This is an optimization exercise on Yosys and OpenROAD, whose aim is small area, not a production implementation.
Function was checked by simulation only, so behaviour that the tests miss may differ from the original.
Power is estimated from default activity; no workload was simulated.

// PWM_Generator
module PWM_Generator (
	input clk,
	input rst,
	input [7:0] DUTY_CYCLE,
	input [15:0] ADC,
	input [9:0] PWM_PERIOD, DEAD_TIME,
	output reg PWM_UP, PWM_DOWN, Complete, ADC_Test
);
	reg [9:0] counter;
	reg [9:0] up_time_n;
	reg up_cin_n;
	reg lt;
	reg adc_gt;
	reg Fault;
	reg next_UP, next_DOWN;
	wire pp1 = ~(PWM_PERIOD[0] & DUTY_CYCLE[0]);
	wire pp2 = ~(PWM_PERIOD[0] & DUTY_CYCLE[1]);
	wire pp3 = ~(PWM_PERIOD[0] & DUTY_CYCLE[2]);
	wire pp4 = ~(PWM_PERIOD[0] & DUTY_CYCLE[3]);
	wire pp5 = ~(PWM_PERIOD[0] & DUTY_CYCLE[4]);
	wire pp6 = ~(PWM_PERIOD[0] & DUTY_CYCLE[5]);
	wire pp7 = ~(PWM_PERIOD[0] & DUTY_CYCLE[6]);
	wire pp8 = ~(PWM_PERIOD[0] & DUTY_CYCLE[7]);
	wire pp9 = ~(PWM_PERIOD[1] & DUTY_CYCLE[0]);
	wire pp10 = ~(PWM_PERIOD[1] & DUTY_CYCLE[1]);
	wire pp11 = ~(PWM_PERIOD[1] & DUTY_CYCLE[2]);
	wire pp12 = ~(PWM_PERIOD[1] & DUTY_CYCLE[3]);
	wire pp13 = ~(PWM_PERIOD[1] & DUTY_CYCLE[4]);
	wire pp14 = ~(PWM_PERIOD[1] & DUTY_CYCLE[5]);
	wire pp15 = ~(PWM_PERIOD[1] & DUTY_CYCLE[6]);
	wire pp16 = ~(PWM_PERIOD[1] & DUTY_CYCLE[7]);
	wire pp17 = ~(PWM_PERIOD[2] & DUTY_CYCLE[0]);
	wire pp18 = ~(PWM_PERIOD[2] & DUTY_CYCLE[1]);
	wire pp19 = ~(PWM_PERIOD[2] & DUTY_CYCLE[2]);
	wire pp20 = ~(PWM_PERIOD[2] & DUTY_CYCLE[3]);
  ...
Settings: LEC_CHECK=0, CAP_MARGIN=20, CORE_MARGIN=2, CORE_UTILIZATION=40, SLEW_MARGIN=20, SYNTH_HIERARCHICAL=1, SYNTH_MINIMUM_KEEP_SIZE=0; clock period 7.0 ns.
standard.sh (not shown) runs the stock make flow with config.mk's settings and CLKGATE_MAP_FILE= SYNTH_SCRIPT=/design/flow/synth_recipe.tcl, a recipe that flattens the netlist after the stock synthesis.
==> flow/flow/run.sh <==
#!/bin/bash
set -e
ARGS=(BUFFER_PORTS_ARGS="-buffer_cell sky130_fd_sc_hd__buf_1" RECOVER_POWER=100
      REMOVE_ABC_BUFFERS=1 SKIP_REPAIR_TIE_FANOUT=1
      CTS_ARGS="-sink_clustering_enable -repair_clock_nets -dont_use_dummy_load")
bash standard.sh synth > standard_synth.log 2>&1
DOWNSIZE_ODB=orfs/results/sky130hd/PWM_Generator/base/1_synth.odb \
  openroad -no_init -exit flow/downsize.tcl > downsize.log 2>&1
bash standard.sh "${ARGS[@]}" finish > standard.log 2>&1
==> flow/flow/downsize.tcl <==
# Resize every combinational cell of the synthesized netlist to the smallest drive strength
# of its own cell family (same function and pins). Flip-flops keep their cell type. The
# later repair steps of the standard flow size up again whatever timing needs.
set odb $::env(DOWNSIZE_ODB)
read_db $odb
set db [ord::get_db]
set block [[$db getChip] getBlock]
set n 0
foreach inst [$block getInsts] {
  set m [$inst getMaster]
  set name [$m getName]
  if {![regexp {^(sky130_fd_sc_hd__)([a-z0-9]+)_([0-9]+)$} $name -> pre fam drive]} { continue }
  if {[string match "df*" $fam] || [string match "*buf*" $fam] || $fam eq "conb"} { continue }
  set best ""
  set best_area 1e9
  foreach d {0 1 2 4} {
    set cand [$db findMaster "${pre}${fam}_$d"]
    if {$cand eq "NULL"} { continue }
    set a [expr {[$cand getWidth] * [$cand getHeight]}]
    if {$a < $best_area} { set best $cand; set best_area $a }
  }
  if {$best ne "" && [$best getName] ne $name} {
    set cur_area [expr {[$m getWidth] * [$m getHeight]}]
    if {$best_area < $cur_area} {
      $inst swapMaster $best
      incr n
    }
  }
}
puts "downsized $n instances"
write_db $odb
Rerun with:
--- a/flow/flow/run.sh
+++ b/flow/flow/run.sh
@@ -6,3 +6,3 @@
 bash standard.sh synth > standard_synth.log 2>&1
-DOWNSIZE_ODB=orfs/results/sky130hd/PWM_Generator/base/1_synth.odb \
+DOWNSIZE_MAX_FANOUT=4 DOWNSIZE_ODB=orfs/results/sky130hd/PWM_Generator/base/1_synth.odb \
   openroad -no_init -exit flow/downsize.tcl > downsize.log 2>&1
--- a/flow/flow/downsize.tcl
+++ b/flow/flow/downsize.tcl
@@ -1,2 +1,2 @@
-# Resize every combinational cell of the synthesized netlist to the smallest drive strength
+# Resize every combinational cell with at most DOWNSIZE_MAX_FANOUT loads of the synthesized netlist to the smallest drive strength
 # of its own cell family (same function and pins). Flip-flops keep their cell type. The
@@ -13,2 +13,11 @@
   if {[string match "df*" $fam] || [string match "*buf*" $fam] || $fam eq "conb"} { continue }
+  # keep the synthesized size of cells driving many loads
+  set fanout 0
+  foreach it [$inst getITerms] {
+    if {[$it isOutputSignal]} {
+      set net [$it getNet]
+      if {$net ne "NULL"} { set fanout [expr {$fanout + [llength [$net getITerms]] - 1}] }
+    }
+  }
+  if {$fanout > $::env(DOWNSIZE_MAX_FANOUT)} { continue }
   set best ""
--- a/flow/config.mk
+++ b/flow/config.mk
@@ -9,3 +9,4 @@
 export CORE_MARGIN = 2
-export CORE_UTILIZATION = 40
+export CORE_UTILIZATION = 65
+export GPL_TIMING_DRIVEN = 0
 export SLEW_MARGIN = 20
The new run finished clean.
First-iteration DRC count goes up by 67%.
Worst hold slack got worse by 4.8 ps.
Utilization goes up by 27 points.
Synthesized cell count does not change.
Wire length goes down by 4.8%.
Final cell count goes down by 15%.
Rerun with:
==> flow/flow/run.sh (replaced) <==
#!/bin/bash
cp standard.sh standard_copy.log
export BUFFER_PORTS_ARGS="-buffer_cell sky130_fd_sc_hd__buf_2"
bash standard.sh > standard.log 2>&1
--- a/flow/config.mk
+++ b/flow/config.mk
@@ -9,4 +9,3 @@
 export CORE_MARGIN = 2
-export CORE_UTILIZATION = 65
-export GPL_TIMING_DRIVEN = 0
+export CORE_UTILIZATION = 40
 export SLEW_MARGIN = 20
removed: flow/flow/downsize.tcl
Result: The changed run completed with no timing, DRC or antenna violations. Via count came out higher by 1.8%. Global-route usage shrinks by 11 points. Wire length went up by 1.5%. Sequential power hardly moves. Non-clock buffer count rises by 17. Total power rises by 4.1%. Cell count is higher by 18%.

* * *

## v56
PWM_Generator again, from the RTL that the note above started with.
// PWM_Generator
module PWM_Generator (
	input clk,
	input rst,
	input [7:0] DUTY_CYCLE,
	input [15:0] ADC,
	input [9:0] PWM_PERIOD, DEAD_TIME,
	output reg PWM_UP, PWM_DOWN, Complete, ADC_Test
);
clock: 7.0 ns
lec_check: 0
cap_margin: 20
core_margin: 2
core_utilization: 40
slew_margin: 20
synth_hierarchical: 1
synth_minimum_keep_size: 0
==> flow/flow/run.sh <==
#!/bin/bash
bash standard.sh BUFFER_PORTS_ARGS="-buffer_cell sky130_fd_sc_hd__buf_1" RECOVER_POWER=100 \
  CTS_ARGS="-sink_clustering_enable -repair_clock_nets -dont_use_dummy_load" finish > standard.log 2>&1
## Diff of input files: v25 against v56
- setting GPL_TIMING_DRIVEN to 0 for the first time
==> flow/flow/run.sh <==
#!/bin/bash
set -e
ARGS=(BUFFER_PORTS_ARGS="-buffer_cell sky130_fd_sc_hd__buf_1" RECOVER_POWER=100
      REMOVE_ABC_BUFFERS=1 SKIP_REPAIR_TIE_FANOUT=1
      CTS_ARGS="-sink_clustering_enable -repair_clock_nets -dont_use_dummy_load")
bash standard.sh synth > standard_synth.log 2>&1
DOWNSIZE_ODB=orfs/results/sky130hd/PWM_Generator/base/1_synth.odb \
  openroad -no_init -exit flow/downsize.tcl > downsize.log 2>&1
bash standard.sh "${ARGS[@]}" finish > standard.log 2>&1
==> flow/flow/downsize.tcl (new file) <==
# Resize every combinational cell of the synthesized netlist to the smallest drive strength
# of its own cell family (same function and pins). Flip-flops keep their cell type. The
# later repair steps of the standard flow size up again whatever timing needs.
set odb $::env(DOWNSIZE_ODB)
read_db $odb
set db [ord::get_db]
set block [[$db getChip] getBlock]
set n 0
foreach inst [$block getInsts] {
  set m [$inst getMaster]
  set name [$m getName]
  if {![regexp {^(sky130_fd_sc_hd__)([a-z0-9]+)_([0-9]+)$} $name -> pre fam drive]} { continue }
  if {[string match "df*" $fam] || [string match "*buf*" $fam] || $fam eq "conb"} { continue }
  set best ""
  set best_area 1e9
  foreach d {0 1 2 4} {
    set cand [$db findMaster "${pre}${fam}_$d"]
    if {$cand eq "NULL"} { continue }
    set a [expr {[$cand getWidth] * [$cand getHeight]}]
    if {$a < $best_area} { set best $cand; set best_area $a }
  }
  if {$best ne "" && [$best getName] ne $name} {
    set cur_area [expr {[$m getWidth] * [$m getHeight]}]
    if {$best_area < $cur_area} {
      $inst swapMaster $best
      incr n
    }
  }
}
puts "downsized $n instances"
write_db $odb
## What came out
Layout checks on v25: not met. Flow itself completed; violations: max-capacitance violations, max-slew violations. Both conditions hold for v56: the flow ran to the end and the final layout passed the timing, design-rule and antenna checks. Status: clock power parity (v25, v56). v25 — number of multi-input combinational cells in the layout 2.8% lower, v56 as reference. Higher instance area at placement goes to v56 over v25. Worst-case setup margin in the final layout is lower on v56. Going from v56 to v25, number of global-route vias before repair shrank by a few percent. Relative to v56, share of final-layout standard cells stronger than drive strength 1 has gone down in v25. Lower final cycle utilization of the critical path was reported by v25, not v56. Per the comparison of v25 with v56, combined global-route utilization of all metal layers stayed essentially flat, worst hold slack fell by 0.0049 ns, number of well-tap cells placed fell by 3, cell area fell by about 4%.
### v25 -> v40
==> flow/flow/run.sh <==
#!/bin/bash
set -e
ARGS=(BUFFER_PORTS_ARGS="-buffer_cell sky130_fd_sc_hd__buf_1" RECOVER_POWER=100
      REMOVE_ABC_BUFFERS=1 SKIP_REPAIR_TIE_FANOUT=1
      CTS_ARGS="-sink_clustering_enable -repair_clock_nets -dont_use_dummy_load")
bash standard.sh synth > standard_synth.log 2>&1
DOWNSIZE_MAX_FANOUT=4 DOWNSIZE_ODB=orfs/results/sky130hd/PWM_Generator/base/1_synth.odb \
  openroad -no_init -exit flow/downsize.tcl > downsize.log 2>&1
bash standard.sh "${ARGS[@]}" finish > standard.log 2>&1
-- flow/flow/downsize.tcl --
<<< v25, line 1
# Resize every combinational cell of the synthesized netlist to the smallest drive strength
# of its own cell family (same function and pins). Flip-flops keep their cell type. The
# later repair steps of the standard flow size up again whatever timing needs.
>>> v40, line 1
# Resize every combinational cell with at most DOWNSIZE_MAX_FANOUT loads of the synthesized netlist to the smallest drive strength
# of its own cell family (same function and pins). Flip-flops keep their cell type. The
# later repair steps of the standard flow size up again whatever timing needs.
<<< v25, line 12
  if {![regexp {^(sky130_fd_sc_hd__)([a-z0-9]+)_([0-9]+)$} $name -> pre fam drive]} { continue }
  if {[string match "df*" $fam] || [string match "*buf*" $fam] || $fam eq "conb"} { continue }
  set best ""
  set best_area 1e9
>>> v40, line 12
  if {![regexp {^(sky130_fd_sc_hd__)([a-z0-9]+)_([0-9]+)$} $name -> pre fam drive]} { continue }
  if {[string match "df*" $fam] || [string match "*buf*" $fam] || $fam eq "conb"} { continue }
  # keep the synthesized size of cells driving many loads
  set fanout 0
  foreach it [$inst getITerms] {
    if {[$it isOutputSignal]} {
      set net [$it getNet]
      if {$net ne "NULL"} { set fanout [expr {$fanout + [llength [$net getITerms]] - 1}] }
    }
  }
  if {$fanout > $::env(DOWNSIZE_MAX_FANOUT)} { continue }
  set best ""
  set best_area 1e9
Results
- v40 finished every step from synthesis to the final layout, and the layout passed the timing, design-rule and antenna checks.
- No crash in v25: every stage finished, but the layout fails its final checks due to max-capacitance violations, max-slew violations.
- v40 vs v25 on final-report max-slew violation count: v40 is the lower one.
- On power consumed by sequential cells, v25 and v40 are neck and neck.
- v40 vs. v25: detailed-route wire length decreased about 3%, final weighted congestion in routability-driven placement essentially unchanged, first-iteration DRC count decreased about 23%.
- On register fraction of the total cell area, v25 tracks v40 almost exactly.
- Against v25, placed wire-length estimate in v40 came out better.
- From v25 to v40 the numbers moved as follows: worst setup slack saw a decrease, routed metal-1 wirelength saw a decrease.

* * *

Setup of main:
PWM_Generator, a different RTL version from the one above (not shown whole).
Size: roughly 360 cells after synthesis, roughly 4000 um2 of cells after synthesis.
clock: 7.0 ns
lec_check: 0
cap_margin: 20
core_margin: 2
core_utilization: 40
gpl_timing_driven: 0
slew_margin: 20
synth_hierarchical: 1
synth_minimum_keep_size: 0
==> flow/flow/run.sh <==
#!/bin/bash
set -e
ARGS=(BUFFER_PORTS_ARGS="-buffer_cell sky130_fd_sc_hd__buf_1" RECOVER_POWER=100
      REMOVE_ABC_BUFFERS=1 SKIP_REPAIR_TIE_FANOUT=1
      CTS_ARGS="-sink_clustering_enable -repair_clock_nets -dont_use_dummy_load -buf_list {sky130_fd_sc_hd__clkbuf_2 sky130_fd_sc_hd__clkbuf_4}")
bash standard.sh synth > standard_synth.log 2>&1
DOWNSIZE_MAX_FANOUT=4 DOWNSIZE_ODB=orfs/results/sky130hd/PWM_Generator/base/1_synth.odb \
  openroad -no_init -exit flow/downsize.tcl > downsize.log 2>&1
bash standard.sh "${ARGS[@]}" finish > standard.log 2>&1
==> flow/flow/downsize.tcl <==
# Resize every combinational cell with at most DOWNSIZE_MAX_FANOUT loads to the smallest drive
# strength of its family; one with 8 or more loads to drive strength 4 (when the family has it) of the synthesized netlist to the smallest drive strength
# of its own cell family (same function and pins). Flip-flops keep their cell type. The
# later repair steps of the standard flow size up again whatever timing needs.
set odb $::env(DOWNSIZE_ODB)
read_db $odb
set db [ord::get_db]
set block [[$db getChip] getBlock]
set n 0
foreach inst [$block getInsts] {
  set m [$inst getMaster]
  set name [$m getName]
  if {![regexp {^(sky130_fd_sc_hd__)([a-z0-9]+)_([0-9]+)$} $name -> pre fam drive]} { continue }
  if {[string match "df*" $fam] || [string match "*buf*" $fam] || $fam eq "conb"} { continue }
  # keep the synthesized size of cells driving many loads
  set fanout 0
  foreach it [$inst getITerms] {
    if {[$it isOutputSignal]} {
      set net [$it getNet]
      if {$net ne "NULL"} { set fanout [expr {$fanout + [llength [$net getITerms]] - 1}] }
    }
  }
  if {$fanout > $::env(DOWNSIZE_MAX_FANOUT)} {
    # a cell driving many loads gets at least drive strength 4 when its family has it
    if {$fanout >= 8 && $drive < 4} {
      set cand [$db findMaster "${pre}${fam}_4"]
      if {$cand ne "NULL"} { $inst swapMaster $cand; incr n }
    }
    continue
  }
  set best ""
  set best_area 1e9
  foreach d {0 1 2 4} {
    set cand [$db findMaster "${pre}${fam}_$d"]
    if {$cand eq "NULL"} { continue }
    set a [expr {[$cand getWidth] * [$cand getHeight]}]
    if {$a < $best_area} { set best $cand; set best_area $a }
  }
  if {$best ne "" && [$best getName] ne $name} {
    set cur_area [expr {[$m getWidth] * [$m getHeight]}]
    if {$best_area < $cur_area} {
      $inst swapMaster $best
      incr n
    }
  }
}
puts "downsized $n instances"
write_db $odb
main finished all stages; however, its layout fails the closing checks, the failures being capacitance limit, slew limit.
--- input diff main..the feature branch ---
Settings: changing SLEW_MARGIN from 20 to 50; changing CAP_MARGIN from 20 to 50.
diff --git a/flow/flow/downsize.tcl b/flow/flow/downsize.tcl
--- a/flow/flow/downsize.tcl
+++ b/flow/flow/downsize.tcl
@@ -1,4 +1,3 @@
-# Resize every combinational cell with at most DOWNSIZE_MAX_FANOUT loads to the smallest drive
-# strength of its family; one with 8 or more loads to drive strength 4 (when the family has it) of the synthesized netlist to the smallest drive strength
+# Resize every combinational cell with at most DOWNSIZE_MAX_FANOUT loads of the synthesized netlist to the smallest drive strength
 # of its own cell family (same function and pins). Flip-flops keep their cell type. The
 # later repair steps of the standard flow size up again whatever timing needs.
@@ -21,12 +20,5 @@
     }
   }
-  if {$fanout > $::env(DOWNSIZE_MAX_FANOUT)} {
-    # a cell driving many loads gets at least drive strength 4 when its family has it
-    if {$fanout >= 8 && $drive < 4} {
-      set cand [$db findMaster "${pre}${fam}_4"]
-      if {$cand ne "NULL"} { $inst swapMaster $cand; incr n }
-    }
-    continue
-  }
+  if {$fanout > $::env(DOWNSIZE_MAX_FANOUT)} { continue }
   set best ""
   set best_area 1e9
## What came out
The feature branch | stages: all done | timing, DRC, antenna: all pass. Clock latency of the later-clocked register in the worst-skew pair essentially unchanged between main and the feature branch. When the feature branch is measured against main, its total routed wire length on the met1 layer turns out 140 um lower. [compare] base=main new=the feature branch: critical path depth has remained practically unchanged; worst setup margin increased 0.027 ns. Min data arrival time of the worst path across the feature branch and main: the feature branch. main and the feature branch ended up with roughly the same number of top-level design ports. Detailed route wirelength on metal3, the feature branch and main: larger value in the feature branch. Summary of the feature branch over main: summed area of non-filler cells in the final layout stayed essentially flat, number of instances in the placed design now sits at about the same level, multi-input logic portion of the cell area increased 0.25 points.

## static timing again, ports no longer ideal
The results above use ideal ports. As a check the final layouts listed here were re-extracted and re-timed, cells and wires unchanged.
Step 1 assumes that a clkbuf_16 drives the clock port and a buf_2 every other input.
Step 2, shift: input delay + t, output delay - t, t = (earliest + latest rising clock arrival at the registers) / 2. This alone moves slack from input paths to output paths.
Slacks: ideal ports / drivers / drivers and shift; pairs: ideal ports / drivers.
run | t (ns) | setup slack, ns | worst setup path at the end | worst register clock-pin slew, ns
the first run of note 1 | 0.304 | 0.136 / 0.138 / -0.166 | input to register | 0.07 / 0.07
the second run of note 1 | 0.301 | 0.134 / 0.095 / -0.207 | input to register | 0.07 / 0.07
the third run of note 1 | 0.300 | 0.172 / 0.172 / -0.128 | input to register | 0.07 / 0.07
v56 | 0.297 | 0.160 / 0.155 / -0.142 | input to register | 0.07 / 0.07
v25 | 0.299 | 0.217 / 0.178 / -0.121 | input to register | 0.06 / 0.06
v40 | 0.302 | 0.159 / 0.125 / -0.177 | input to register | 0.07 / 0.07
main | 0.335 | 0.161 / 0.141 / -0.193 | input to register | 0.10 / 0.10
the feature branch | 0.347 | 0.188 / 0.191 / -0.156 | input to register | 0.10 / 0.10
For main, which loses most, drivers alone change the setup slack by -0.020 ns; drivers and shift together by -0.354 ns.
